Background: an optimization exercise with open tools, aiming at small area and a short achievable clock period. Do not read the settings as production practice. At most, simulation tests tie the RTL to the original design; equivalence was not proved.

Design iir, start of the top module:
module iir(
    input signed [31:0] x,
    input clk,
    input reset,
    output signed [31:0] y
    );
Size in the first run: ~64 flip-flops, about 66 I/O pins, roughly 7000 um^2 of cells after synthesis.
export LEC_CHECK = 0
export CAP_MARGIN = 20
export CORE_MARGIN = 2
export CORE_UTILIZATION = 65
export SETUP_SLACK_MARGIN = 3
export SLEW_MARGIN = 20
export SYNTH_HIERARCHICAL = 1
create_clock -name core_clock -period 11.0 [get_ports {clk}]
standard.sh (not shown) runs the stock make flow with config.mk's settings and CLKGATE_MAP_FILE= SYNTH_SCRIPT=/design/flow/synth_recipe.tcl, a recipe that flattens the netlist after the stock synthesis.
==> flow/flow/run.sh <==
#!/bin/bash
# The standard ORFS layout with extra make settings:
#   BUFFER_PORTS_ARGS="-buffer_cell sky130_fd_sc_hd__buf_2"
# Each ORFS step keeps its full log under orfs/logs; make's own output goes to flow.log.
set -o pipefail
bash standard.sh BUFFER_PORTS_ARGS="-buffer_cell sky130_fd_sc_hd__buf_2" finish > flow.log 2>&1
Change:
--- a/flow/config.mk
+++ b/flow/config.mk
@@ -10 +10 @@
-export CORE_UTILIZATION = 65
+export CORE_UTILIZATION = 80
What happened:
- register-to-register slack got worse by 0.16 ns
- sequential share of layout area grows by 0.19 points
- flip-flop and latch count is unchanged
- final area shrinks by 0.91%
- critical path depth stays the same
- via count climbs by 6.2%
- final cell count shrinks by 3.4%

---

## run 4
Another version of the RTL of iir (not shown whole).
Size: ~64 flip-flops, about 66 I/O pins, ~0.0068 mm^2 of cells after synthesis.
clock: 11.0 ns
lec_check: 0
cap_margin: 20
core_margin: 2
core_utilization: 70
setup_slack_margin: 3.8
slew_margin: 20
synth_hierarchical: 1
==> flow/flow/run.sh <==
#!/bin/bash
# The standard ORFS layout with extra make settings:
#   BUFFER_PORTS_ARGS="-buffer_cell sky130_fd_sc_hd__buf_2" ABC_LOAD_IN_FF=1 CTS_ARGS="-sink_clustering_enable -repair_clock_nets -dont_use_dummy_load"
# Each ORFS step keeps its full log under orfs/logs; make's own output goes to flow.log.
set -o pipefail
bash standard.sh BUFFER_PORTS_ARGS="-buffer_cell sky130_fd_sc_hd__buf_2" ABC_LOAD_IN_FF=1 CTS_ARGS="-sink_clustering_enable -repair_clock_nets -dont_use_dummy_load" finish > flow.log 2>&1
[inputs] run 5 vs run 4
Settings: changing SETUP_SLACK_MARGIN from 3.8 to 4.
==> flow/flow/run.sh <==
#!/bin/bash
# The standard ORFS layout with extra make settings:
#   BUFFER_PORTS_ARGS="-buffer_cell sky130_fd_sc_hd__buf_2" ABC_LOAD_IN_FF=1 CTS_ARGS="-sink_clustering_enable -repair_clock_nets -dont_use_dummy_load -buf_list sky130_fd_sc_hd__clkbuf_4"
# Each ORFS step keeps its full log under orfs/logs; make's own output goes to flow.log.
set -o pipefail
bash standard.sh BUFFER_PORTS_ARGS="-buffer_cell sky130_fd_sc_hd__buf_2" ABC_LOAD_IN_FF=1 CTS_ARGS="-sink_clustering_enable -repair_clock_nets -dont_use_dummy_load -buf_list sky130_fd_sc_hd__clkbuf_4" finish > flow.log 2>&1
[summary]
Number of top-level pins came out exactly the same in run 4 and run 5. Relative to run 4, the maximum clock frequency of run 5 is higher by about 0.9%. Sort run 4 and run 5 by first-pass GRT wire length, ascending, and run 5 comes first.
No run of this note included a check of the RTL's function; only the layout flow was run.

---

## run A
iir, a different RTL version from the one above (not shown whole).
Size: about 66 I/O pins, roughly 6800 um^2 of cells after synthesis.
Settings: LEC_CHECK=0, CAP_MARGIN=20, CORE_MARGIN=2, CORE_UTILIZATION=70, SETUP_SLACK_MARGIN=4, SLEW_MARGIN=20, SYNTH_HIERARCHICAL=1; clock period 11.0 ns.
==> flow/flow/run.sh <==
#!/bin/bash
# The standard ORFS layout with extra make settings:
#   BUFFER_PORTS_ARGS="-buffer_cell sky130_fd_sc_hd__buf_2" ABC_LOAD_IN_FF=1 CTS_ARGS="-sink_clustering_enable -repair_clock_nets -dont_use_dummy_load -buf_list sky130_fd_sc_hd__clkbuf_4"
# Each ORFS step keeps its full log under orfs/logs; make's own output goes to flow.log.
set -o pipefail
bash standard.sh BUFFER_PORTS_ARGS="-buffer_cell sky130_fd_sc_hd__buf_2" ABC_LOAD_IN_FF=1 CTS_ARGS="-sink_clustering_enable -repair_clock_nets -dont_use_dummy_load -buf_list sky130_fd_sc_hd__clkbuf_4" finish > flow.log 2>&1
Every stage of the flow completed for run A, and the final layout passed the timing, DRC and antenna checks.
Input changes introduced in run B (baseline for comparison: run A):
Settings: changing SETUP_SLACK_MARGIN from 4 to 4.3; setting TNS_END_PERCENT to 0 for the first time.
--- outcome ---
- Run B closes out successfully: all stages finished, all timing, DRC and antenna checks passed.
- Run B vs run A — core utilization rose 5.3 points.
- [run B] critical path depth rose 1 relative to run A
- Looking at worst setup path endpoint, the y[21] result is from run B; the y[23] one comes from run A.
- Run A tops out at a lower clock frequency than run B.
Input-level comparison between run C and run B:
Settings: SETUP_SLACK_MARGIN: 4.3 -> 4; CORE_UTILIZATION: 70 -> 60; TNS_END_PERCENT: 0 -> unset.
[summary]
In the reports for run B and run C, the larger final-layout fill cell count belongs to run C.
Run C ended up with x[3] as its start point of the critical path; run B ended up with x[14].
For area after synthesis, run B and run C come out practically identical.
Diff run B -> run C: synthesis-to-layout area growth lower; worst setup slack has decreased; number of tap cells inserted went up 7.
Going from run B to run C, core area grew by more than 10%.
Input changes introduced in run D (baseline for comparison: run C):
Settings: CORE_UTILIZATION changed from 60 to 70.
==> flow/flow/run.sh <==
#!/bin/bash
# The standard ORFS layout with extra make settings:
#   BUFFER_PORTS_ARGS="-buffer_cell sky130_fd_sc_hd__buf_2" ABC_LOAD_IN_FF=1 RECOVER_POWER=100 CTS_ARGS="-sink_clustering_enable -repair_clock_nets -dont_use_dummy_load -buf_list sky130_fd_sc_hd__clkbuf_4"
# Each ORFS step keeps its full log under orfs/logs; make's own output goes to flow.log.
set -o pipefail
bash standard.sh BUFFER_PORTS_ARGS="-buffer_cell sky130_fd_sc_hd__buf_2" ABC_LOAD_IN_FF=1 RECOVER_POWER=100 CTS_ARGS="-sink_clustering_enable -repair_clock_nets -dont_use_dummy_load -buf_list sky130_fd_sc_hd__clkbuf_4" finish > flow.log 2>&1
--- outcome ---
- Run C closes out successfully: all stages finished, all timing, DRC and antenna checks passed.
- Run D had finished all stages when the layout checks came back failing, citing capacitance limit, slew limit.
- Comparing run C and run D, final hold slack is lower on run C.
- Diff run C -> run D: count of buffering cells on the critical path with inverters included moved up; count of placed standard cells including taps moved down.

-- afterwards: timing with drivers on the ports --
The results above use ideal ports. As a check the final layouts listed here were re-extracted and re-timed, cells and wires unchanged.
Step 1 (the two cells are an assumption about what drives the block):
set clk [get_ports {clk}]
set_driving_cell -lib_cell sky130_fd_sc_hd__clkbuf_16 $clk
set_driving_cell -lib_cell sky130_fd_sc_hd__buf_2 [delete_from_list [all_inputs] $clk]
Step 2, shift: input delay + t, output delay - t, t = (earliest + latest rising clock arrival at the registers) / 2. This alone moves slack from input paths to output paths.
a / b / c = ideal / step 1 / step 2; a / b = the first two.
| run | t (ns) | setup slack, ns | worst hold slack (ns) | slew at the worst register clock pin (ns) |
|---|---|---|---|---|
| the first run of note 1 | 0.403 | 3.702 / 3.683 / 3.683 | 0.453 / 0.453 / 0.453 | 0.08 / 0.08 |
| the second run of note 1 | 0.385 | 3.681 / 3.662 / 3.658 | 0.463 / 0.463 / 0.463 | 0.09 / 0.09 |
| run 4 | 0.373 | 3.973 / 3.953 / 3.875 | 0.470 / 0.470 / 0.470 | 0.07 / 0.07 |
| run 5 | 0.438 | 4.038 / 4.017 / 3.997 | 0.482 / 0.482 / 0.482 | 0.11 / 0.11 |
| run A | 0.483 | 4.148 / 4.126 / 4.060 | 0.507 / 0.507 / 0.507 | 0.11 / 0.11 |
| run B | 0.481 | 4.297 / 4.276 / 4.049 | 0.503 / 0.503 / 0.503 | 0.10 / 0.10 |
| run C | 0.460 | 4.094 / 4.075 / 3.977 | 0.491 / 0.491 / 0.491 | 0.12 / 0.12 |
| run D | 0.487 | 3.544 / 3.553 / 3.066 | 0.498 / 0.498 / 0.498 | 0.11 / 0.11 |
For run D, which loses most, drivers alone change the setup slack by +0.009 ns; drivers and shift together by -0.478 ns.
